Background: an optimization exercise with open tools, aiming at small area, a short achievable clock period and few clock cycles per item. Do not read the settings as production practice. Function was checked by simulation only, so behaviour that the tests miss may differ from the original.

File: config.mk
export PLATFORM = sky130hd
export DESIGN_NAME = des_top
export DESIGN_NICKNAME = des_top
export VERILOG_FILES = /design/flow/design.v
export SDC_FILE = /design/flow/constraint.sdc
export NUM_CORES = 4
export LEC_CHECK = 0
export CAP_MARGIN = 20
export CORE_MARGIN = 2
export CORE_UTILIZATION = 40
export SETUP_SLACK_MARGIN = 0.25
export SLEW_MARGIN = 20
File: constraint.sdc
create_clock -name core_clock -period 6.0 [get_ports {clk}]
set_input_delay 1.2000 -clock core_clock [delete_from_list [all_inputs] [get_ports {clk}]]
set_output_delay 1.2000 -clock core_clock [all_outputs]
set_load 0.01 [all_outputs]
File: design.v
module des_top
(
    input wire clk,
    input wire rst_n, 
    input  wire encrypt,             
    input  wire [1:64]keys_64_in,   
    input  wire change_keys_en,    
    output wire subkeys_16_valid, 
    input  wire data_input_en,
    input  wire [1:64]data_64_in,
    output wire [1:64]data_64_out,
    output wire data_output_valid
);
wire [1:48]subkeys_1,subkeys_2,subkeys_3,subkeys_4,subkeys_5,subkeys_6,subkeys_7,subkeys_8;
wire [1:48]subkeys_9,subkeys_10,subkeys_11,subkeys_12,subkeys_13,subkeys_14,subkeys_15,subkeys_16;
wire keys_error;
wire pipeline_en;
reg [3:0]pipline_cnt;
assign pipeline_en = (data_input_en | (pipline_cnt!=4'd0));
always@(posedge clk or negedge rst_n)begin
    if(!rst_n)begin
        pipline_cnt <= 4'd0;
    end else if(data_input_en)begin
        pipline_cnt <= 4'd1;
    end else if(pipline_cnt!=4'd0)begin
        pipline_cnt <= pipline_cnt + 1'd1;
    end else begin
        pipline_cnt <= 4'd0;
    end
end
reg [15:0]shifft_buff;
assign data_output_valid = shifft_buff[15];
always@(posedge clk or negedge rst_n)begin
    if(!rst_n)begin
        shifft_buff <= 16'd0;
    end else begin
        shifft_buff <= {shifft_buff[14:0],data_input_en};
    end
end
des_subkeys_gen_async des_subkeys
(
    .clk(clk), 
    .rst_n(rst_n), 
    .key_in_64_en(change_keys_en), 
    .encrypt(encrypt), 
    .key_in_64(keys_64_in),
    .subkeys_1(subkeys_1),
    .subkeys_2(subkeys_2),
    .subkeys_3(subkeys_3),
    .subkeys_4(subkeys_4),
    .subkeys_5(subkeys_5),
    .subkeys_6(subkeys_6),
    .subkeys_7(subkeys_7),
    .subkeys_8(subkeys_8),
    .subkeys_9(subkeys_9),
    .subkeys_10(subkeys_10),
    .subkeys_11(subkeys_11),
    .subkeys_12(subkeys_12),
    .subkeys_13(subkeys_13),
    .subkeys_14(subkeys_14),
    .subkeys_15(subkeys_15),
    .subkeys_16(subkeys_16),
    .subkeys_16_valid(subkeys_16_valid), 
    .parity_check_error(keys_error)
);
wire  [1:32]lo_wire1,ro_wire1;
wire  [1:32]lo_wire2,ro_wire2;
wire  [1:32]lo_wire3,ro_wire3;
wire  [1:32]lo_wire4,ro_wire4;
wire  [1:32]lo_wire5,ro_wire5;
wire  [1:32]lo_wire6,ro_wire6;
wire  [1:32]lo_wire7,ro_wire7;
wire  [1:32]lo_wire8,ro_wire8;
wire  [1:32]lo_wire9,ro_wire9;
wire  [1:32]lo_wire10,ro_wire10;
wire  [1:32]lo_wire11,ro_wire11;
wire  [1:32]lo_wire12,ro_wire12;
wire  [1:32]lo_wire13,ro_wire13;
wire  [1:32]lo_wire14,ro_wire14;
wire  [1:32]lo_wire15,ro_wire15;
wire  [1:32]lo_wire16,ro_wire16;
reg  [1:64]data_64_in_buff;
reg  [1:32]lo_buff1,ro_buff1;
reg  [1:32]lo_buff2,ro_buff2;
reg  [1:32]lo_buff3,ro_buff3;
reg  [1:32]lo_buff4,ro_buff4;
reg  [1:32]lo_buff5,ro_buff5;
reg  [1:32]lo_buff6,ro_buff6;
reg  [1:32]lo_buff7,ro_buff7;
reg  [1:32]lo_buff8,ro_buff8;
reg  [1:32]lo_buff9,ro_buff9;
reg  [1:32]lo_buff10,ro_buff10;
reg  [1:32]lo_buff11,ro_buff11;
reg  [1:32]lo_buff12,ro_buff12;
reg  [1:32]lo_buff13,ro_buff13;
reg  [1:32]lo_buff14,ro_buff14;
reg  [1:32]lo_buff15,ro_buff15;
always@(posedge clk or negedge rst_n)begin
    if(!rst_n)
        data_64_in_buff <= 64'd0;
    else if(data_input_en)
        data_64_in_buff <= data_64_in;
    else
        data_64_in_buff <= data_64_in_buff;
end
always@(posedge clk or negedge rst_n)begin
    if(!rst_n)begin
        lo_buff1 <= 32'd0;
        ro_buff1 <= 32'd0;
        lo_buff2 <= 32'd0;
        ro_buff2 <= 32'd0;
        lo_buff3 <= 32'd0;
        ro_buff3 <= 32'd0;
        lo_buff4 <= 32'd0;
        ro_buff4 <= 32'd0;
        lo_buff5 <= 32'd0;
        ro_buff5 <= 32'd0;
        lo_buff6 <= 32'd0;
        ro_buff6 <= 32'd0;
        lo_buff7 <= 32'd0;
        ro_buff7 <= 32'd0;
        lo_buff8 <= 32'd0;
        ro_buff8 <= 32'd0;
        lo_buff9 <= 32'd0;
        ro_buff9 <= 32'd0;
        lo_buff10 <= 32'd0;
        ro_buff10 <= 32'd0;
        lo_buff11 <= 32'd0;
        ro_buff11 <= 32'd0;
        lo_buff12 <= 32'd0;
        ro_buff12 <= 32'd0;
        lo_buff13 <= 32'd0;
        ro_buff13 <= 32'd0;
        lo_buff14 <= 32'd0;
        ro_buff14 <= 32'd0;
        lo_buff15 <= 32'd0;
        ro_buff15 <= 32'd0;
    end else if(subkeys_16_valid && pipeline_en)begin
        lo_buff1 <= lo_wire1;
        ro_buff1 <= ro_wire1;
        lo_buff2 <= lo_wire2;
        ro_buff2 <= ro_wire2;
        lo_buff3 <= lo_wire3;
        ro_buff3 <= ro_wire3;
        lo_buff4 <= lo_wire4;
        ro_buff4 <= ro_wire4;
        lo_buff5 <= lo_wire5;
        ro_buff5 <= ro_wire5;
        lo_buff6 <= lo_wire6;
        ro_buff6 <= ro_wire6;
        lo_buff7 <= lo_wire7;
        ro_buff7 <= ro_wire7;
        lo_buff8 <= lo_wire8;
        ro_buff8 <= ro_wire8;
        lo_buff9 <= lo_wire9;
        ro_buff9 <= ro_wire9;
        lo_buff10 <= lo_wire10;
        ro_buff10 <= ro_wire10;
        lo_buff11 <= lo_wire11;
        ro_buff11 <= ro_wire11;
        lo_buff12 <= lo_wire12;
        ro_buff12 <= ro_wire12;
        lo_buff13 <= lo_wire13;
        ro_buff13 <= ro_wire13;
        lo_buff14 <= lo_wire14;
        ro_buff14 <= ro_wire14;
        lo_buff15 <= lo_wire15;
        ro_buff15 <= ro_wire15;
    end
end
wire [1:32]lo_32,ro_32;
des_ip des_ip
(
    .in_64(data_64_in_buff),
    .lo_32(lo_32),
    .ro_32(ro_32)
);
des_f_structure des_f_structure_1
(
    .li(lo_32),
    .ri(ro_32),
    .ki(subkeys_1),
    .lo(lo_wire1),
    .ro(ro_wire1)
);
des_f_structure des_f_structure_2
(
    .li(lo_buff1),
    .ri(ro_buff1),
    .ki(subkeys_2),
    .lo(lo_wire2),
    .ro(ro_wire2)
);
des_f_structure des_f_structure_3
(
    .li(lo_buff2),
    .ri(ro_buff2),
    .ki(subkeys_3),
    .lo(lo_wire3),
    .ro(ro_wire3)
);
des_f_structure des_f_structure_4
(
    .li(lo_buff3),
    .ri(ro_buff3),
    .ki(subkeys_4),
    .lo(lo_wire4),
    .ro(ro_wire4)
);
des_f_structure des_f_structure_5
(
    .li(lo_buff4),
    .ri(ro_buff4),
    .ki(subkeys_5),
    .lo(lo_wire5),
    .ro(ro_wire5)
);
des_f_structure des_f_structure_6
(
    .li(lo_buff5),
    .ri(ro_buff5),
    .ki(subkeys_6),
    .lo(lo_wire6),
    .ro(ro_wire6)
);
des_f_structure des_f_structure_7
(
    .li(lo_buff6),
    .ri(ro_buff6),
    .ki(subkeys_7),
    .lo(lo_wire7),
    .ro(ro_wire7)
);
des_f_structure des_f_structure_8
(
    .li(lo_buff7),
    .ri(ro_buff7),
    .ki(subkeys_8),
    .lo(lo_wire8),
    .ro(ro_wire8)
);
des_f_structure des_f_structure_9
(
    .li(lo_buff8),
    .ri(ro_buff8),
    .ki(subkeys_9),
    .lo(lo_wire9),
    .ro(ro_wire9)
);
des_f_structure des_f_structure_10
(
    .li(lo_buff9),
    .ri(ro_buff9),
    .ki(subkeys_10),
    .lo(lo_wire10),
    .ro(ro_wire10)
);
des_f_structure des_f_structure_11
(
    .li(lo_buff10),
    .ri(ro_buff10),
    .ki(subkeys_11),
    .lo(lo_wire11),
    .ro(ro_wire11)
);
des_f_structure des_f_structure_12
(
    .li(lo_buff11),
    .ri(ro_buff11),
    .ki(subkeys_12),
    .lo(lo_wire12),
    .ro(ro_wire12)
);
des_f_structure des_f_structure_13
(
    .li(lo_buff12),
    .ri(ro_buff12),
    .ki(subkeys_13),
    .lo(lo_wire13),
    .ro(ro_wire13)
);
des_f_structure des_f_structure_14
(
    .li(lo_buff13),
    .ri(ro_buff13),
    .ki(subkeys_14),
    .lo(lo_wire14),
    .ro(ro_wire14)
);
des_f_structure des_f_structure_15
(
    .li(lo_buff14),
    .ri(ro_buff14),
    .ki(subkeys_15),
    .lo(lo_wire15),
    .ro(ro_wire15)
);
des_f_structure des_f_structure_16
(
    .li(lo_buff15),
    .ri(ro_buff15),
    .ki(subkeys_16),
    .lo(lo_wire16),
    .ro(ro_wire16)
);
des_fp des_fp
(
    .li_32(ro_wire16),
    .ri_32(lo_wire16),
    .out_64(data_64_out)
);
endmodule
module des_subkeys_gen_async
(
    input  wire  clk, 
    input  wire  rst_n, 
    input  wire  encrypt, 
    input  wire  key_in_64_en, 
    input  wire  [1:64]key_in_64,
    output wire  [1:48]subkeys_1,
    output wire  [1:48]subkeys_2,
    output wire  [1:48]subkeys_3,
    output wire  [1:48]subkeys_4,
    output wire  [1:48]subkeys_5,
    output wire  [1:48]subkeys_6,
    output wire  [1:48]subkeys_7,
    output wire  [1:48]subkeys_8,
    output wire  [1:48]subkeys_9,
    output wire  [1:48]subkeys_10,
    output wire  [1:48]subkeys_11,
    output wire  [1:48]subkeys_12,
    output wire  [1:48]subkeys_13,
    output wire  [1:48]subkeys_14,
    output wire  [1:48]subkeys_15,
    output wire  [1:48]subkeys_16,
    output wire  subkeys_16_valid, 
    output wire  parity_check_error
);
assign subkeys_16_valid = 1'b1;
assign parity_check_error = ~((^key_in_64[1:8])&(^key_in_64[9:16])&(^key_in_64[17:24])&(^key_in_64[25:32])
                            &(^key_in_64[33:40])&(^key_in_64[41:48])&(^key_in_64[49:56])&(^key_in_64[57:64]));
wire [1:28] pc1_lo_28, pc1_ro_28;                       
wire [1:28] left0, right0;
wire [1:28] left1, right1;
wire [1:28] left2, right2;
wire [1:28] left3, right3;
wire [1:28] left4, right4;
wire [1:28] left5, right5;
wire [1:28] left6, right6;
wire [1:28] left7, right7;
wire [1:28] left8, right8;
wire [1:28] left9, right9;
wire [1:28] left10, right10;
wire [1:28] left11, right11;
wire [1:28] left12, right12;
wire [1:28] left13, right13;
wire [1:28] left14, right14;
wire [1:28] left15, right15;
des_pc1 des_pc1_0
(
    .in_64(key_in_64),
    .lo_28(pc1_lo_28),
    .ro_28(pc1_ro_28)
);
des_pc2 des_pc2_1
(
    .li_28(left0),
    .ri_28(right0),
    .kout_48(subkeys_1)
);
des_pc2 des_pc2_2
(
    .li_28(left1),
    .ri_28(right1),
    .kout_48(subkeys_2)
);
des_pc2 des_pc2_3
(
    .li_28(left2),
    .ri_28(right2),
    .kout_48(subkeys_3)
);
des_pc2 des_pc2_4
(
    .li_28(left3),
    .ri_28(right3),
    .kout_48(subkeys_4)
);
des_pc2 des_pc2_5
(
    .li_28(left4),
    .ri_28(right4),
    .kout_48(subkeys_5)
);
des_pc2 des_pc2_6
(
    .li_28(left5),
    .ri_28(right5),
    .kout_48(subkeys_6)
);
des_pc2 des_pc2_7
(
    .li_28(left6),
    .ri_28(right6),
    .kout_48(subkeys_7)
);
des_pc2 des_pc2_8
(
    .li_28(left7),
    .ri_28(right7),
    .kout_48(subkeys_8)
);
des_pc2 des_pc2_9
(
    .li_28(left8),
    .ri_28(right8),
    .kout_48(subkeys_9)
);
des_pc2 des_pc2_10
(
    .li_28(left9),
    .ri_28(right9),
    .kout_48(subkeys_10)
);
des_pc2 des_pc2_11
(
    .li_28(left10),
    .ri_28(right10),
    .kout_48(subkeys_11)
);
des_pc2 des_pc2_12
(
    .li_28(left11),
    .ri_28(right11),
    .kout_48(subkeys_12)
);
des_pc2 des_pc2_13
(
    .li_28(left12),
    .ri_28(right12),
    .kout_48(subkeys_13)
);
des_pc2 des_pc2_14
(
    .li_28(left13),
    .ri_28(right13),
    .kout_48(subkeys_14)
);
des_pc2 des_pc2_15
(
    .li_28(left14),
    .ri_28(right14),
    .kout_48(subkeys_15)
);
des_pc2 des_pc2_16
(
    .li_28(left15),
    .ri_28(right15),
    .kout_48(subkeys_16)
);
assign  left0  = (encrypt==1)?{pc1_lo_28[2:28],pc1_lo_28[1]}:pc1_lo_28; 
assign  right0 = (encrypt==1)?{pc1_ro_28[2:28],pc1_ro_28[1]}:pc1_ro_28;
assign  left1  = (encrypt==1)?{left0[2:28],  left0[1]}: {left0[28],  left0[1:27]}; 
assign  right1 = (encrypt==1)?{right0[2:28], right0[1]}:{right0[28],  right0[1:27]};
assign  left2  = (encrypt==1)?{left1[3:28],  left1[1:2]}: {left1[27:28],  left1[1:26]};
assign  right2 = (encrypt==1)?{right1[3:28], right1[1:2]}:{right1[27:28],  right1[1:26]};
assign  left3  = (encrypt==1)?{left2[3:28],  left2[1:2]}: {left2[27:28],  left2[1:26]};
assign  right3 = (encrypt==1)?{right2[3:28], right2[1:2]}:{right2[27:28],  right2[1:26]};
assign  left4  = (encrypt==1)?{left3[3:28],  left3[1:2]}: {left3[27:28],  left3[1:26]};
assign  right4 = (encrypt==1)?{right3[3:28], right3[1:2]}:{right3[27:28],  right3[1:26]};
assign  left5  = (encrypt==1)?{left4[3:28],  left4[1:2]}: {left4[27:28],  left4[1:26]};
assign  right5 = (encrypt==1)?{right4[3:28], right4[1:2]}:{right4[27:28],  right4[1:26]};
assign  left6  = (encrypt==1)?{left5[3:28],  left5[1:2]}: {left5[27:28],  left5[1:26]};
assign  right6 = (encrypt==1)?{right5[3:28], right5[1:2]}:{right5[27:28],  right5[1:26]};
assign  left7  = (encrypt==1)?{left6[3:28],  left6[1:2]}: {left6[27:28],  left6[1:26]};
assign  right7 = (encrypt==1)?{right6[3:28], right6[1:2]}:{right6[27:28],  right6[1:26]};
assign  left8  = (encrypt==1)?{left7[2:28],  left7[1]}: {left7[28],  left7[1:27]}; 
assign  right8 = (encrypt==1)?{right7[2:28], right7[1]}:{right7[28], right7[1:27]};
assign  left9  = (encrypt==1)?{left8[3:28],  left8[1:2]}: {left8[27:28],  left8[1:26]};
assign  right9 = (encrypt==1)?{right8[3:28], right8[1:2]}:{right8[27:28], right8[1:26]};
assign  left10  = (encrypt==1)?{left9[3:28],  left9[1:2]}: {left9[27:28],  left9[1:26]};
assign  right10 = (encrypt==1)?{right9[3:28], right9[1:2]}:{right9[27:28], right9[1:26]};
assign  left11  = (encrypt==1)?{left10[3:28],  left10[1:2]}: {left10[27:28],  left10[1:26]};
assign  right11 = (encrypt==1)?{right10[3:28], right10[1:2]}:{right10[27:28], right10[1:26]};
assign  left12  = (encrypt==1)?{left11[3:28],  left11[1:2]}: {left11[27:28],  left11[1:26]};
assign  right12 = (encrypt==1)?{right11[3:28], right11[1:2]}:{right11[27:28], right11[1:26]};
assign  left13  = (encrypt==1)?{left12[3:28],  left12[1:2]}: {left12[27:28],  left12[1:26]};
assign  right13 = (encrypt==1)?{right12[3:28], right12[1:2]}:{right12[27:28],  right12[1:26]};
assign  left14  = (encrypt==1)?{left13[3:28],  left13[1:2]}: {left13[27:28],  left13[1:26]};
assign  right14 = (encrypt==1)?{right13[3:28], right13[1:2]}:{right13[27:28],  right13[1:26]};
assign  left15  = (encrypt==1)?{left14[2:28],  left14[1]}: {left14[28],  left14[1:27]}; 
assign  right15 = (encrypt==1)?{right14[2:28], right14[1]}:{right14[28], right14[1:27]};        
endmodule
module des_pc1
(
    input   wire [1:64] in_64,
    output  wire [1:28] lo_28,
    output  wire [1:28] ro_28
);
assign {lo_28,ro_28} = {
in_64[57], in_64[49], in_64[41], in_64[33], in_64[25], in_64[17], in_64[9],
in_64[1],  in_64[58], in_64[50], in_64[42], in_64[34], in_64[26], in_64[18], 
in_64[10], in_64[2],  in_64[59], in_64[51], in_64[43], in_64[35], in_64[27], 
in_64[19], in_64[11], in_64[3],  in_64[60], in_64[52], in_64[44], in_64[36], 
in_64[63], in_64[55], in_64[47], in_64[39], in_64[31], in_64[23], in_64[15], 
in_64[7],  in_64[62], in_64[54], in_64[46], in_64[38], in_64[30], in_64[22],
in_64[14], in_64[6],  in_64[61], in_64[53], in_64[45], in_64[37], in_64[29],
in_64[21], in_64[13], in_64[5],  in_64[28], in_64[20], in_64[12], in_64[4]
};
endmodule
module des_pc2
(
    input   wire [1:28] li_28,
    input   wire [1:28] ri_28,
    output  wire [1:48] kout_48
);
wire [1:56]in_56;
assign in_56 = {li_28,ri_28};
assign kout_48 = {
in_56[14], in_56[17], in_56[11], in_56[24], in_56[1],  in_56[5], 
in_56[3],  in_56[28], in_56[15], in_56[6],  in_56[21], in_56[10],
in_56[23], in_56[19], in_56[12], in_56[4],  in_56[26], in_56[8], 
in_56[16], in_56[7],  in_56[27], in_56[20], in_56[13], in_56[2],
in_56[41], in_56[52], in_56[31], in_56[37], in_56[47], in_56[55], 
in_56[30], in_56[40], in_56[51], in_56[45], in_56[33], in_56[48], 
in_56[44], in_56[49], in_56[39], in_56[56], in_56[34], in_56[53], 
in_56[46], in_56[42], in_56[50], in_56[36], in_56[29], in_56[32]
};
endmodule
module des_ip
(
    input   wire [1:64] in_64,
    output  wire [1:32] lo_32,
    output  wire [1:32] ro_32
);
assign {lo_32,ro_32} = {
in_64[58], in_64[50], in_64[42], in_64[34], in_64[26], in_64[18], in_64[10], in_64[2], 
in_64[60], in_64[52], in_64[44], in_64[36], in_64[28], in_64[20], in_64[12], in_64[4], 
in_64[62], in_64[54], in_64[46], in_64[38], in_64[30], in_64[22], in_64[14], in_64[6], 
in_64[64], in_64[56], in_64[48], in_64[40], in_64[32], in_64[24], in_64[16], in_64[8], 
in_64[57], in_64[49], in_64[41], in_64[33], in_64[25], in_64[17], in_64[9],  in_64[1], 
in_64[59], in_64[51], in_64[43], in_64[35], in_64[27], in_64[19], in_64[11], in_64[3], 
in_64[61], in_64[53], in_64[45], in_64[37], in_64[29], in_64[21], in_64[13], in_64[5], 
in_64[63], in_64[55], in_64[47], in_64[39], in_64[31], in_64[23], in_64[15], in_64[7]
};
endmodule
module des_fp
(
    input   wire [1:32] li_32,
    input   wire [1:32] ri_32,
    output  wire [1:64] out_64
);
wire [1:64]in_64 ;
assign in_64 = {li_32,ri_32};
assign out_64 = {
in_64[40], in_64[8], in_64[48], in_64[16], in_64[56], in_64[24], in_64[64], in_64[32], 
in_64[39], in_64[7], in_64[47], in_64[15], in_64[55], in_64[23], in_64[63], in_64[31], 
in_64[38], in_64[6], in_64[46], in_64[14], in_64[54], in_64[22], in_64[62], in_64[30], 
in_64[37], in_64[5], in_64[45], in_64[13], in_64[53], in_64[21], in_64[61], in_64[29], 
in_64[36], in_64[4], in_64[44], in_64[12], in_64[52], in_64[20], in_64[60], in_64[28], 
in_64[35], in_64[3], in_64[43], in_64[11], in_64[51], in_64[19], in_64[59], in_64[27], 
in_64[34], in_64[2], in_64[42], in_64[10], in_64[50], in_64[18], in_64[58], in_64[26], 
in_64[33], in_64[1], in_64[41], in_64[9],  in_64[49], in_64[17], in_64[57], in_64[25]
};
endmodule
module des_f_structure
(
    input wire  [1:32]li,
    input wire  [1:32]ri,
    input wire  [1:48]ki,
    output wire [1:32]lo,
    output wire [1:32]ro
);
wire [1:32]sout2p;
wire [1:32]po;
wire [1:48]e_out;
assign e_out = {
ri[32], ri[1],  ri[2],  ri[3],  ri[4],  ri[5],
ri[4],  ri[5],  ri[6],  ri[7],  ri[8],  ri[9],
ri[8],  ri[9],  ri[10], ri[11], ri[12], ri[13],
ri[12], ri[13], ri[14], ri[15], ri[16], ri[17],
ri[16], ri[17], ri[18], ri[19], ri[20], ri[21],
ri[20], ri[21], ri[22], ri[23], ri[24], ri[25],
ri[24], ri[25], ri[26], ri[27], ri[28], ri[29],
ri[28], ri[29], ri[30], ri[31], ri[32], ri[1]
};
wire [1:48]xor_out;
assign xor_out = e_out^ki;
    S1_ROM 
    des_s_box_1
    (
        .address(xor_out[1:6]), 
        .sout(sout2p[1:4]) 
    );
    S2_ROM 
    des_s_box_2
    (
        .address(xor_out[7:12]), 
        .sout(sout2p[5:8]) 
    );
    S3_ROM 
    des_s_box_3
    (
        .address(xor_out[13:18]), 
        .sout(sout2p[9:12]) 
    );
    S4_ROM 
    des_s_box_4
    (
        .address(xor_out[19:24]), 
        .sout(sout2p[13:16]) 
    );
    S5_ROM 
    des_s_box_5
    (
        .address(xor_out[25:30]), 
        .sout(sout2p[17:20]) 
    );
    S6_ROM 
    des_s_box_6
    (
        .address(xor_out[31:36]), 
        .sout(sout2p[21:24]) 
    );
    S7_ROM 
    des_s_box_7
    (
        .address(xor_out[37:42]), 
        .sout(sout2p[25:28]) 
    );
    S8_ROM 
    des_s_box_8
    (
        .address(xor_out[43:48]), 
        .sout(sout2p[29:32]) 
    );
assign po = {
sout2p[16], sout2p[7],  sout2p[20], sout2p[21],
sout2p[29], sout2p[12], sout2p[28], sout2p[17],
sout2p[1],  sout2p[15], sout2p[23], sout2p[26],
sout2p[5],  sout2p[18], sout2p[31], sout2p[10],
sout2p[2],  sout2p[8],  sout2p[24], sout2p[14],
sout2p[32], sout2p[27], sout2p[3],  sout2p[9],
sout2p[19], sout2p[13], sout2p[30], sout2p[6],
sout2p[22], sout2p[11], sout2p[4],  sout2p[25]
};
assign ro = li^po   ;
assign lo = ri      ;
endmodule
module S1_ROM(address, sout);
	input [5:0] address;
	output reg [3:0] sout;
	wire [1:0] row;
	wire [3:0] col;
	assign row = {address[5], address[0]};
	assign col = address[4:1];
	always @(address) begin
		case(row)
			0:
				case(col)
					0: sout = 14;
					1: sout = 4;
					2: sout = 13;
					3: sout = 1;
					4: sout = 2;
					5: sout = 15;
					6: sout = 11;
					7: sout = 8;
					8: sout = 3;
					9: sout = 10;
					10: sout = 6;
					11: sout = 12;
					12: sout = 5;
					13: sout = 9;
					14: sout = 0;
					15: sout = 7;
				endcase
			1:
				case(col)
                                        0: sout = 0;
                                        1: sout = 15;
                                        2: sout = 7;
                                        3: sout = 4;
                                        4: sout = 14;
                                        5: sout = 2;
                                        6: sout = 13;
                                        7: sout = 1;
                                        8: sout = 10;
                                        9: sout = 6;
                                        10: sout = 12;
                                        11: sout = 11;
                                        12: sout = 9;
                                        13: sout = 5;
                                        14: sout = 3;
                                        15: sout = 8;
				endcase
			2:
				case(col)
                                        0: sout = 4;
                                        1: sout = 1;
                                        2: sout = 14;
                                        3: sout = 8;
                                        4: sout = 13;
                                        5: sout = 6;
                                        6: sout = 2;
                                        7: sout = 11;
                                        8: sout = 15;
                                        9: sout = 12;
                                        10: sout = 9;
                                        11: sout = 7;
                                        12: sout = 3;
                                        13: sout = 10;
                                        14: sout = 5;
                                        15: sout = 0;
				endcase
			3:
				case(col)
                                        0: sout = 15;
                                        1: sout = 12;
                                        2: sout = 8;
                                        3: sout = 2;
                                        4: sout = 4;
                                        5: sout = 9;
                                        6: sout = 1;
                                        7: sout = 7;
                                        8: sout = 5;
                                        9: sout = 11;
                                        10: sout = 3;
                                        11: sout =  14;
                                        12: sout = 10;
                                        13: sout = 0;
                                        14: sout = 6;
                                        15: sout = 13;
				endcase
		endcase
	end 	
endmodule
module S2_ROM(address, sout);
	input [5:0] address;
	output reg [3:0] sout;
	wire [1:0] row;
	wire [3:0] col;
	assign row = {address[5], address[0]};
	assign col = address[4:1];
	always @(address) begin
		case(row)
			0:
				case(col)
					0: sout = 15; 
					1: sout = 1;
					2: sout = 8;
					3: sout = 14;
					4: sout = 6;
					5: sout = 11;
					6: sout = 3;
					7: sout = 4;
					8: sout = 9;
					9: sout = 7;
					10: sout = 2;
					11: sout = 13;
					12: sout = 12;
					13: sout = 0;
					14: sout = 5;
					15: sout = 10;
				endcase
			1:
				case(col)
                                        0: sout = 3;
                                        1: sout = 13;
                                        2: sout = 4;
                                        3: sout = 7;
                                        4: sout = 15;
                                        5: sout = 2;
                                        6: sout = 8;
                                        7: sout = 14;
                                        8: sout = 12;
                                        9: sout = 0;
                                        10: sout = 1;
                                        11: sout = 10;
                                        12: sout = 6;
                                        13: sout = 9;
                                        14: sout = 11;
                                        15: sout = 5;
				endcase
			2:
				case(col)
                                        0: sout = 0;
                                        1: sout = 14;
                                        2: sout = 7;
                                        3: sout = 11;
                                        4: sout = 10;
                                        5: sout = 4;
                                        6: sout = 13;
                                        7: sout = 1;
                                        8: sout = 5;
                                        9: sout = 8;
                                        10: sout = 12;
                                        11: sout = 6;
                                        12: sout = 9;
                                        13: sout = 3;
                                        14: sout = 2;
                                        15: sout = 15;
				endcase
			3:
				case(col)
                                        0: sout = 13;
                                        1: sout = 8;
                                        2: sout = 10;
                                        3: sout = 1;
                                        4: sout = 3;
                                        5: sout = 15;
                                        6: sout = 4;
                                        7: sout = 2;
                                        8: sout = 11;
                                        9: sout = 6;
                                        10: sout = 7;
                                        11: sout = 12;
                                        12: sout = 0;
                                        13: sout = 5;
                                        14: sout = 14;
                                        15: sout = 9;
				endcase
		endcase
	end 	
endmodule
module S3_ROM(address, sout);
	input [5:0] address;
	output reg [3:0] sout;
	wire [1:0] row;
	wire [3:0] col;
	assign row = {address[5], address[0]};
	assign col = address[4:1];
	always @(address) begin
		case(row)
			0:
				case(col)
					0: sout = 10;
					1: sout = 0;
					2: sout = 9;
					3: sout = 14;
					4: sout = 6;
					5: sout = 3;
					6: sout = 15;
					7: sout = 5;
					8: sout = 1;
					9: sout = 13;
					10: sout = 12;
					11: sout = 7;
					12: sout = 11;
					13: sout = 4;
					14: sout = 2;
					15: sout = 8;
				endcase
			1:
				case(col)
                                        0: sout = 13;
                                        1: sout = 7;
                                        2: sout = 0;
                                        3: sout = 9;
                                        4: sout = 3;
                                        5: sout = 4;
                                        6: sout = 6;
                                        7: sout = 10;
                                        8: sout = 2;
                                        9: sout = 8;
                                        10: sout = 5;
                                        11: sout = 14;
                                        12: sout = 12;
                                        13: sout = 11;
                                        14: sout = 15;
                                        15: sout = 1;
				endcase
			2:
				case(col)
                                        0: sout = 13;
                                        1: sout = 6;
                                        2: sout = 4;
                                        3: sout = 9;
                                        4: sout = 8;
                                        5: sout = 15;
                                        6: sout = 3;
                                        7: sout = 0;
                                        8: sout = 11;
                                        9: sout = 1;
                                        10: sout = 2;
                                        11: sout = 12;
                                        12: sout = 5;
                                        13: sout = 10;
                                        14: sout = 14;
                                        15: sout = 7;
				endcase
			3:
				case(col)
                                        0: sout = 1;
                                        1: sout = 10;
                                        2: sout = 13;
                                        3: sout = 0;
                                        4: sout = 6;
                                        5: sout = 9;
                                        6: sout = 8;
                                        7: sout = 7;
                                        8: sout = 4;
                                        9: sout = 15;
                                        10: sout = 14;
                                        11: sout =  3;
                                        12: sout = 11;
                                        13: sout = 5;
                                        14: sout = 2;
                                        15: sout = 12;
				endcase
		endcase
	end 	
endmodule
module S4_ROM(address, sout);
	input [5:0] address;
	output reg [3:0] sout;
	wire [1:0] row;
	wire [3:0] col;
	assign row = {address[5], address[0]};
	assign col = address[4:1];
	always @(address) begin
		case(row)
			0:
				case(col)
					0: sout = 7;
					1: sout = 13;
					2: sout = 14;
					3: sout = 3;
					4: sout = 0;
					5: sout = 6;
					6: sout = 9;
					7: sout = 10;
					8: sout = 1;
					9: sout = 2;
					10: sout = 8;
					11: sout = 5;
					12: sout = 11;
					13: sout = 12;
					14: sout = 4;
					15: sout = 15;
				endcase
			1:
				case(col)
                                        0: sout = 13;
                                        1: sout = 8;
                                        2: sout = 11;
                                        3: sout = 5;
                                        4: sout = 6;
                                        5: sout = 15;
                                        6: sout = 0;
                                        7: sout = 3;
                                        8: sout = 4;
                                        9: sout = 7;
                                        10: sout = 2;
                                        11: sout = 12;
                                        12: sout = 1;
                                        13: sout = 10;
                                        14: sout = 14;
                                        15: sout = 9;
				endcase
			2:
				case(col)
                                        0: sout = 10;
                                        1: sout = 6;
                                        2: sout = 9;
                                        3: sout = 0;
                                        4: sout = 12;
                                        5: sout = 11;
                                        6: sout = 7;
                                        7: sout = 13;
                                        8: sout = 15;
                                        9: sout = 1;
                                        10: sout = 3;
                                        11: sout = 14;
                                        12: sout = 5;
                                        13: sout = 2;
                                        14: sout = 8;
                                        15: sout = 4;
				endcase
			3:
				case(col)
                                        0: sout = 3;
                                        1: sout = 15;
                                        2: sout = 0;
                                        3: sout = 6;
                                        4: sout = 10;
                                        5: sout = 1;
                                        6: sout = 13;
                                        7: sout = 8;
                                        8: sout = 9;
                                        9: sout = 4;
                                        10: sout = 5;
                                        11: sout =  11;
                                        12: sout = 12;
                                        13: sout = 7;
                                        14: sout = 2;
                                        15: sout = 14;
				endcase
		endcase
	end 	
endmodule
module S5_ROM(address, sout);
	input [5:0] address;
	output reg [3:0] sout;
	wire [1:0] row;
	wire [3:0] col;
	assign row = {address[5], address[0]};
	assign col = address[4:1];
	always @(address) begin
		case(row)
			0:
				case(col)
					0: sout = 2;
					1: sout = 12;
					2: sout = 4;
					3: sout = 1;
					4: sout = 7;
					5: sout = 10;
					6: sout = 11;
					7: sout = 6;
					8: sout = 8;
					9: sout = 5;
					10: sout = 3;
					11: sout = 15;
					12: sout = 13;
					13: sout = 0;
					14: sout = 14;
					15: sout = 9;
				endcase
			1:
				case(col)
                                        0: sout = 14;
                                        1: sout = 11;
                                        2: sout = 2;
                                        3: sout = 12;
                                        4: sout = 4;
                                        5: sout = 7;
                                        6: sout = 13;
                                        7: sout = 1;
                                        8: sout = 5;
                                        9: sout = 0;
                                        10: sout = 15;
                                        11: sout = 10;
                                        12: sout = 3;
                                        13: sout = 9;
                                        14: sout = 8;
                                        15: sout = 6;
				endcase
			2:
				case(col)
                                        0: sout = 4;
                                        1: sout = 2;
                                        2: sout = 1;
                                        3: sout = 11;
                                        4: sout = 10;
                                        5: sout = 13;
                                        6: sout = 7;
                                        7: sout = 8;
                                        8: sout = 15;
                                        9: sout = 9;
                                        10: sout = 12;
                                        11: sout = 5;
                                        12: sout = 6;
                                        13: sout = 3;
                                        14: sout = 0;
                                        15: sout = 14;
				endcase
			3:
				case(col)
                                        0: sout = 11;
                                        1: sout = 8;
                                        2: sout = 12;
                                        3: sout = 7;
                                        4: sout = 1;
                                        5: sout = 14;
                                        6: sout = 2;
                                        7: sout = 13;
                                        8: sout = 6;
                                        9: sout = 15;
                                        10: sout = 0;
                                        11: sout = 9;
                                        12: sout = 10;
                                        13: sout = 4;
                                        14: sout = 5;
                                        15: sout = 3;
				endcase
		endcase
	end 	
endmodule
module S6_ROM(address, sout);
	input [5:0] address;
	output reg [3:0] sout;
	wire [1:0] row;
	wire [3:0] col;
	assign row = {address[5], address[0]};
	assign col = address[4:1];
	always @(address) begin
		case(row)
			0:
				case(col)
					0: sout = 12;
					1: sout = 1;
					2: sout = 10;
					3: sout = 15;
					4: sout = 9;
					5: sout = 2;
					6: sout = 6;
					7: sout = 8;
					8: sout = 0;
					9: sout = 13;
					10: sout = 3;
					11: sout = 4;
					12: sout = 14;
					13: sout = 7;
					14: sout = 5;
					15: sout = 11;
				endcase
			1:
				case(col)
                                        0: sout = 10;
                                        1: sout = 15;
                                        2: sout = 4;
                                        3: sout = 2;
                                        4: sout = 7;
                                        5: sout = 12;
                                        6: sout = 9;
                                        7: sout = 5;
                                        8: sout = 6;
                                        9: sout = 1;
                                        10: sout = 13;
                                        11: sout = 14;
                                        12: sout = 0;
                                        13: sout = 11;
                                        14: sout = 3;
                                        15: sout = 8;
				endcase
			2:
				case(col)
                                        0: sout = 9;
                                        1: sout = 14;
                                        2: sout = 15;
                                        3: sout = 5;
                                        4: sout = 2;
                                        5: sout = 8;
                                        6: sout = 12;
                                        7: sout = 3;
                                        8: sout = 7;
                                        9: sout = 0;
                                        10: sout = 4;
                                        11: sout = 10;
                                        12: sout = 1;
                                        13: sout = 13;
                                        14: sout = 11;
                                        15: sout = 6;
				endcase
			3:
				case(col)
                                        0: sout = 4;
                                        1: sout = 3;
                                        2: sout = 2;
                                        3: sout = 12;
                                        4: sout = 9;
                                        5: sout = 5;
                                        6: sout = 15;
                                        7: sout = 10;
                                        8: sout = 11;
                                        9: sout = 14;
                                        10: sout = 1;
                                        11: sout = 7;
                                        12: sout = 6;
                                        13: sout = 0;
                                        14: sout = 8;
                                        15: sout = 13;
				endcase
		endcase
	end 	
endmodule
module S7_ROM(address, sout);
	input [5:0] address;
	output reg [3:0] sout;
	wire [1:0] row;
	wire [3:0] col;
	assign row = {address[5], address[0]};
	assign col = address[4:1];
	always @(address) begin
		case(row)
			0:
				case(col)
					0: sout = 4;
					1: sout = 11;
					2: sout = 2;
					3: sout = 14;
					4: sout = 15;
					5: sout = 0;
					6: sout = 8;
					7: sout = 13;
					8: sout = 3;
					9: sout = 12;
					10: sout = 9;
					11: sout = 7;
					12: sout = 5;
					13: sout = 10;
					14: sout = 6;
					15: sout = 1;
				endcase
			1:
				case(col)
                                        0: sout = 13;
                                        1: sout = 0;
                                        2: sout = 11;
                                        3: sout = 7;
                                        4: sout = 4;
                                        5: sout = 9;
                                        6: sout = 1;
                                        7: sout = 10;
                                        8: sout = 14;
                                        9: sout = 3;
                                        10: sout = 5;
                                        11: sout = 12;
                                        12: sout = 2;
                                        13: sout = 15;
                                        14: sout = 8;
                                        15: sout = 6;
				endcase
			2:
				case(col)
                                        0: sout = 1;
                                        1: sout = 4;
                                        2: sout = 11;
                                        3: sout = 13;
                                        4: sout = 12;
                                        5: sout = 3;
                                        6: sout = 7;
                                        7: sout = 14;
                                        8: sout = 10;
                                        9: sout = 15;
                                        10: sout = 6;
                                        11: sout = 8;
                                        12: sout = 0;
                                        13: sout = 5;
                                        14: sout = 9;
                                        15: sout = 2;
				endcase
			3:
				case(col)
                                        0: sout = 6;
                                        1: sout = 11;
                                        2: sout = 13;
                                        3: sout = 8;
                                        4: sout = 1;
                                        5: sout = 4;
                                        6: sout = 10;
                                        7: sout = 7;
                                        8: sout = 9;
                                        9: sout = 5;
                                        10: sout = 0;
                                        11: sout = 15;
                                        12: sout = 14;
                                        13: sout = 2;
                                        14: sout = 3;
                                        15: sout = 12;
				endcase
		endcase
	end 	
endmodule
module S8_ROM(address, sout);
	input [5:0] address;
	output reg [3:0] sout;
	wire [1:0] row;
	wire [3:0] col;
	assign row = {address[5], address[0]};
	assign col = address[4:1];
	always @(address) begin
		case(row)
			0:
				case(col)
					0: sout = 13;
					1: sout = 2;
					2: sout = 8;
					3: sout = 4;
					4: sout = 6;
					5: sout = 15;
					6: sout = 11;
					7: sout = 1;
					8: sout = 10;
					9: sout = 9;
					10: sout = 3;
					11: sout = 14;
					12: sout = 5;
					13: sout = 0;
					14: sout = 12;
					15: sout = 7;
				endcase
			1:
				case(col)
                                        0: sout = 1;
                                        1: sout = 15;
                                        2: sout = 13;
                                        3: sout = 8;
                                        4: sout = 10;
                                        5: sout = 3;
                                        6: sout = 7;
                                        7: sout = 4;
                                        8: sout = 12;
                                        9: sout = 5;
                                        10: sout = 6;
                                        11: sout = 11;
                                        12: sout = 0;
                                        13: sout = 14;
                                        14: sout = 9;
                                        15: sout = 2;
				endcase
			2:
				case(col)
                                        0: sout = 7;
                                        1: sout = 11;
                                        2: sout = 4;
                                        3: sout = 1;
                                        4: sout = 9;
                                        5: sout = 12;
                                        6: sout = 14;
                                        7: sout = 2;
                                        8: sout = 0;
                                        9: sout = 6;
                                        10: sout = 10;
                                        11: sout = 13;
                                        12: sout = 15;
                                        13: sout = 3;
                                        14: sout = 5;
                                        15: sout = 8;
				endcase
			3:
				case(col)
                                        0: sout = 2;
                                        1: sout = 1;
                                        2: sout = 14;
                                        3: sout = 7;
                                        4: sout = 4;
                                        5: sout = 10;
                                        6: sout = 8;
                                        7: sout = 13;
                                        8: sout = 15;
                                        9: sout = 12;
                                        10: sout = 9;
                                        11: sout = 0;
                                        12: sout = 3;
                                        13: sout = 5;
                                        14: sout = 6;
                                        15: sout = 11;
				endcase
		endcase
	end 	
endmodule
File: run.sh
#!/bin/bash
# synth_recipe.tcl (not shown) runs the flow's synth.tcl, then flattens the netlist and writes it again
# the make line also repeats each setting of config.mk as NAME=value (left out here)
make -C /OpenROAD-flow-scripts/flow DESIGN_CONFIG=/design/flow/config.mk WORK_HOME=/design/flow/orfs CLKGATE_MAP_FILE= SYNTH_SCRIPT=/design/flow/synth_recipe.tcl finish
==> run notes <==
The worst slew margin relative to its limit came out at 14.9%. The run gives 117000 as the number of global-route vias before repair. The run gives 0.989 as the final RePlAce weighted congestion. CTS root buffer: sky130_fd_sc_hd__clkbuf_16. In this run the mean area of a mapped cell was 8.02 um^2.

The buffering stage count on the worst path with inverters included is 4. Counting I/O delays and the setup requirement, the final critical path takes 5.73 ns. Number of flip-flops in the largest register: 64. For this run the aggregate overflow at the end of global routing stands at 0. The required time reported for the critical path endpoint came out at 4.80 ns. Counting tap cells, the placed design contains a total of 21000 instances.

The number of warnings printed during yosys synthesis came out at 9. Leaving out filler cells and counting taps, the final layout contains 21300. The count of nets left with antenna violations after detail routing is 0, and the number of design-rule violations left by the first detailed-router iteration is 15300.

Global routing used 31.7% of the available tracks. The worst setup path is captured at an output port. Between clock sinks in the finished design, the worst skew comes to 0.0623 ns.

At the pin with the least slew margin, the transition time is 1.24 ns. Dividing the detail-routed via count by the number of cells gives 6.09. The hold buffer count at CTS came out at 0. In the routed design, unresolved DRC markers number 0. Traced cell by cell, the critical path runs through buf_16 -> buf_6 -> mux2i_1 -> buf_4 -> xnor2_1 -> ha_2 -> nor2_1 -> o21ai_0 -> a311oi_1 -> a21oi_1 -> xnor2_1 -> clkdlybuf4s50_1.

Entering global routing, the biggest net connects 173 pins. On the final layout, the worst hold slack is 0.300 ns. Buffers inserted during clock tree synthesis total 141.

After detailed routing, the average wire length per cell comes to 26.2 um. The number of iterations in the first detailed-routing pass was 8. Category of the worst setup path launch point: an input pin. The initial antenna violation count came out at 56. Derived from the worst setup path, the maximum achievable clock frequency is 174 MHz. The delay of the slowest critical-path stage was 0.62 ns. For this configuration, the core starts out at a cell density of 40.1%. TritonCTS built the clock tree. The worst setup path is of the in2out kind.

The prevailing post-synth register cell is sky130_fd_sc_hd__dfrtp_1. The final number of max-transition violations came out at 0. The area growth from synthesis to layout was 11.4%; the number of maximum-capacitance constraint violations was 0. The tools report the number of hold violations in the final report as 0. The post-route setup TNS is 0 ns. For the routed wire length, the log shows 558000 um. Setup repair after global routing could not meet its margin everywhere. Of the cells placed in the final design, the portion with a size suffix greater than 1 is 12.8%. The run gives 17800 as the number of nets in the layout. The most critical setup path has its endpoint at data_64_out[36]. The y dimension of the die came out at 582 um. The run gives 0.266 ns as the worst path setup slack after routing.

Cell with the biggest individual delay on the critical path: sky130_fd_sc_hd__clkdlybuf4s50_1. Port buffering added 188 buffers. The run finished with no timing, DRC or antenna violations. The logs give 134000 um^2 for the post-synthesis instance area and 4 for the buffer depth of the longest clock path.

Setup violations remaining at the end of the flow were counted as 0. The filler cells instantiated in the layout total 33400. The peak fanout along the critical path was 23. The core region area was 333000 um^2; the clock latency reported for the late side of the worst-skew pair was 0.85 ns. The synthesized instance count was 16700. Clock-pin slew was measured on the worst setup and hold paths at 0.06 ns. After synthesis the netlist holds a flip-flop and latch count of 1044. The critical path crosses 12 cells after its start point. The fraction of registers with async set or reset after synthesis works out to 100%. The worst register-to-register path has a depth of 10. The horizontal die dimension works out to 582 um.

Sequential cells were found to cover 19.5% of the synthesized design area. Register name with the most flops: data_64_in_buff. On the critical path the largest part of the delay comes from buffers and inverters. The tools report the floorplan die area as 339000 um^2. The number of nets in the synthesized netlist is 17700. Capturing point of the worst reg2reg path: ro_buff8[23]$_DFFE_PN0P_.

The floorplan has 212 rows. At the placement stage, the worst setup path has a slack of 0.0280 ns. The routed layout has 130000 vias. Across all register-to-register paths, the minimum setup slack is 2.09 ns. The final worst-path cycle share came out at 95.6%. Path class of the lowest-slack min-delay path: in2async. At the worst endpoint, the arrival time is 4.53 ns.

For the final HPWL from detailed placement, the log shows 408000 um. The most numerous cell on the critical path was sky130_fd_sc_hd__xnor2_1. The startpoint of the most critical register-to-register path is ro_buff7[4]$_DFFE_PN0P_. The number of enable flip-flop cells after synthesis is 0. CTS saw 1044 sinks. The run gives 4 as the maximum level of the CTS H-tree.

Launch point of the worst path: encrypt. The wire length of the first global-routing pass is 811000 um, and the number of top-level pins is 199. The count of cell types in the netlist is 98.
worst reg2reg max path, cell delays in order (launching register included):
cell and delay [ns]:
sky130_fd_sc_hd__dfrtp_1 0.65, sky130_fd_sc_hd__xnor2_2 0.61, sky130_fd_sc_hd__inv_1 0.26, sky130_fd_sc_hd__ha_1 0.52, sky130_fd_sc_hd__inv_1 0.15, sky130_fd_sc_hd__mux4_2 0.48, sky130_fd_sc_hd__mux2i_1 0.17, sky130_fd_sc_hd__nor2_1 0.06
sky130_fd_sc_hd__a21oi_1 0.58, sky130_fd_sc_hd__xnor2_1 0.19, sky130_fd_sc_hd__a21oi_1 0.08
cell type report:
type	instances	area (um^2)	area share, %
multi-input cells	13800	100000	67.3
well taps	4387	5490	3.69
clock buffers	181	3980	2.68
diodes	60	150	0.101
inverters	554	2080	1.40
flip-flops and latches	1044	26100	17.5
repair buffers	1234	10100	6.81
clock inverters	58	791	0.531
synth_stat cells (all sizes together), types with 59 or more instances:
cell	count	area share, %
nand2b	59	0.28
xnor2	1369	10
o21ai	883	3.3
inv	534	1.5
xor2	703	4.9
a311oi	120	0.79
ha	905	8.5
nand2	2631	7.4
o211ai	329	1.8
a221oi	60	0.41
nor2	1242	3.5
or3	75	0.35
a211oi	398	2.2
a2111oi	113	0.75
mux2	146	1.2
nor3	434	1.6
nand3	356	1.3
dfrtp	1044	20
and2	70	0.33
buf	450	2.0
o2111ai	84	0.55
mux2i	1194	9.2
mux4	262	4.4
o311ai	116	0.76
a22oi	60	0.34
o31ai	116	0.65
a31oi	221	1.0
o221ai	105	0.69
o22ai	103	0.48
clkbuf	829	2.3
a21oi	950	3.6
per-stage QoR:
step                      cell area, um^2  utilization (%)
final                              149000             44.7
after global routing               149000             44.7
after CTS                          148000             44.5
after detailed placement           144000             43.1
after global placement             144000             43.1
after floorplan                    134000                -
logic make-up (layout without fill, tap and decap cells):
| family | Yosys count | in the layout | synth area share (%) |
|---|---|---|---|
| multiplexers | 1602 | 1602 | 14.8 |
| flip-flops | 1044 | 1044 | 19.5 |
| buffers and inverters | 1833 | 2027 | 5.87 |
| XOR/XNOR | 2075 | 2075 | 14.9 |
| other | 1 | 61 | 0.00281 |
| AND/OR/NAND/NOR | 5052 | 5052 | 15.7 |
| adder cells (fa/ha/maj) | 914 | 914 | 8.54 |
| AO/OA/AOI/OAI | 4144 | 4144 | 20.6 |
worst min-delay path by stage:
stage / to / slack (ns)
4_1_cts: data_64_in_buff[25]$_DFFE_PN0P_ / 0.31
5_1_grt: data_64_in_buff[25]$_DFFE_PN0P_ / 0.31
6_report: data_64_in_buff[25]$_DFFE_PN0P_ / 0.30
2_1_floorplan: shifft_buff[10]$_DFF_PN0_ / 0.33
3_3_place_gp: shifft_buff[13]$_DFF_PN0_ / 0.33
3_5_place_dp: shifft_buff[15]$_DFF_PN0_ / 0.34
repair_timing:
action / in CTS / in global routing
buffers inserted: 0 / 7
setup endpoints to repair: 15 / 25
gates resized for setup: 7 / 41
pin swaps: 0 / 2
layer usage:
metal  GRT usage [%]  part of all wire [%]
met5               0                0.0061
met4            23.4                   8.5
met3            6.04                   8.9
met2            47.1                    43
met1            40.8                    40
cells in the final DEF, fill, tap and decap left out, types with 60 or more instances in the layout:
| cell type | n |
|---|---|
| sky130_fd_sc_hd__nor3_1 | 433 |
| sky130_fd_sc_hd__a211oi_1 | 397 |
| sky130_fd_sc_hd__nand2_1 | 2631 |
| sky130_fd_sc_hd__dfrtp_1 | 1044 |
| sky130_fd_sc_hd__ha_1 | 903 |
| sky130_fd_sc_hd__a2111oi_0 | 110 |
| sky130_fd_sc_hd__clkdlybuf4s50_1 | 124 |
| sky130_fd_sc_hd__xor2_1 | 654 |
| sky130_fd_sc_hd__o31ai_1 | 116 |
| sky130_fd_sc_hd__o22ai_1 | 103 |
| sky130_fd_sc_hd__o21ai_1 | 83 |
| sky130_fd_sc_hd__clkbuf_16 | 144 |
| sky130_fd_sc_hd__o221ai_1 | 105 |
| sky130_fd_sc_hd__a21oi_1 | 948 |
| sky130_fd_sc_hd__inv_1 | 495 |
| sky130_fd_sc_hd__and2_1 | 69 |
| sky130_fd_sc_hd__buf_4 | 996 |
| sky130_fd_sc_hd__o2111ai_1 | 84 |
| sky130_fd_sc_hd__nand3_1 | 356 |
| sky130_fd_sc_hd__nor2_1 | 1242 |
| sky130_fd_sc_hd__a311oi_1 | 119 |
| sky130_fd_sc_hd__xnor2_1 | 1148 |
| sky130_fd_sc_hd__o211ai_1 | 329 |
| sky130_fd_sc_hd__mux2_2 | 146 |
| sky130_fd_sc_hd__xnor2_2 | 218 |
| sky130_fd_sc_hd__o21ai_0 | 799 |
| sky130_fd_sc_hd__o311ai_0 | 97 |
| sky130_fd_sc_hd__or3_1 | 74 |
| sky130_fd_sc_hd__a22oi_1 | 60 |
| sky130_fd_sc_hd__mux4_2 | 262 |
| sky130_fd_sc_hd__diode_2 | 60 |
| sky130_fd_sc_hd__a31oi_1 | 221 |
| sky130_fd_sc_hd__mux2i_1 | 1141 |
Testbench counts, summed over its fixed seeds: cycles 12,435, blocks 9,171.

what the ideal ports hide:
No port has a modelled driver above. Below, the same layout with a new extraction and two added sets of constraints. Step 1: set_driving_cell puts a clkbuf_16 on clk and a buf_2 on each other input, an assumption about the parent block. Step 2, shift: input delay + t, output delay - t, t = (earliest + latest rising clock arrival at the registers) / 2. This alone moves slack from input paths to output paths. a / b / c = no drivers / after step 1 / after step 2; a / b = the first two.
shift t [ns]: 0.925
setup slack, ns: 0.266 / 0.080 / -0.015
latest minus earliest clock arrival (ns): 0.072 / 0.072
worst register clock-pin slew, ns: 0.07 / 0.07
cell pins on the clock port's net: 1
Met with ideal ports but missed after step 2: setup timing in this run. For this run, drivers alone change the setup slack by -0.186 ns; drivers and shift together by -0.281 ns.
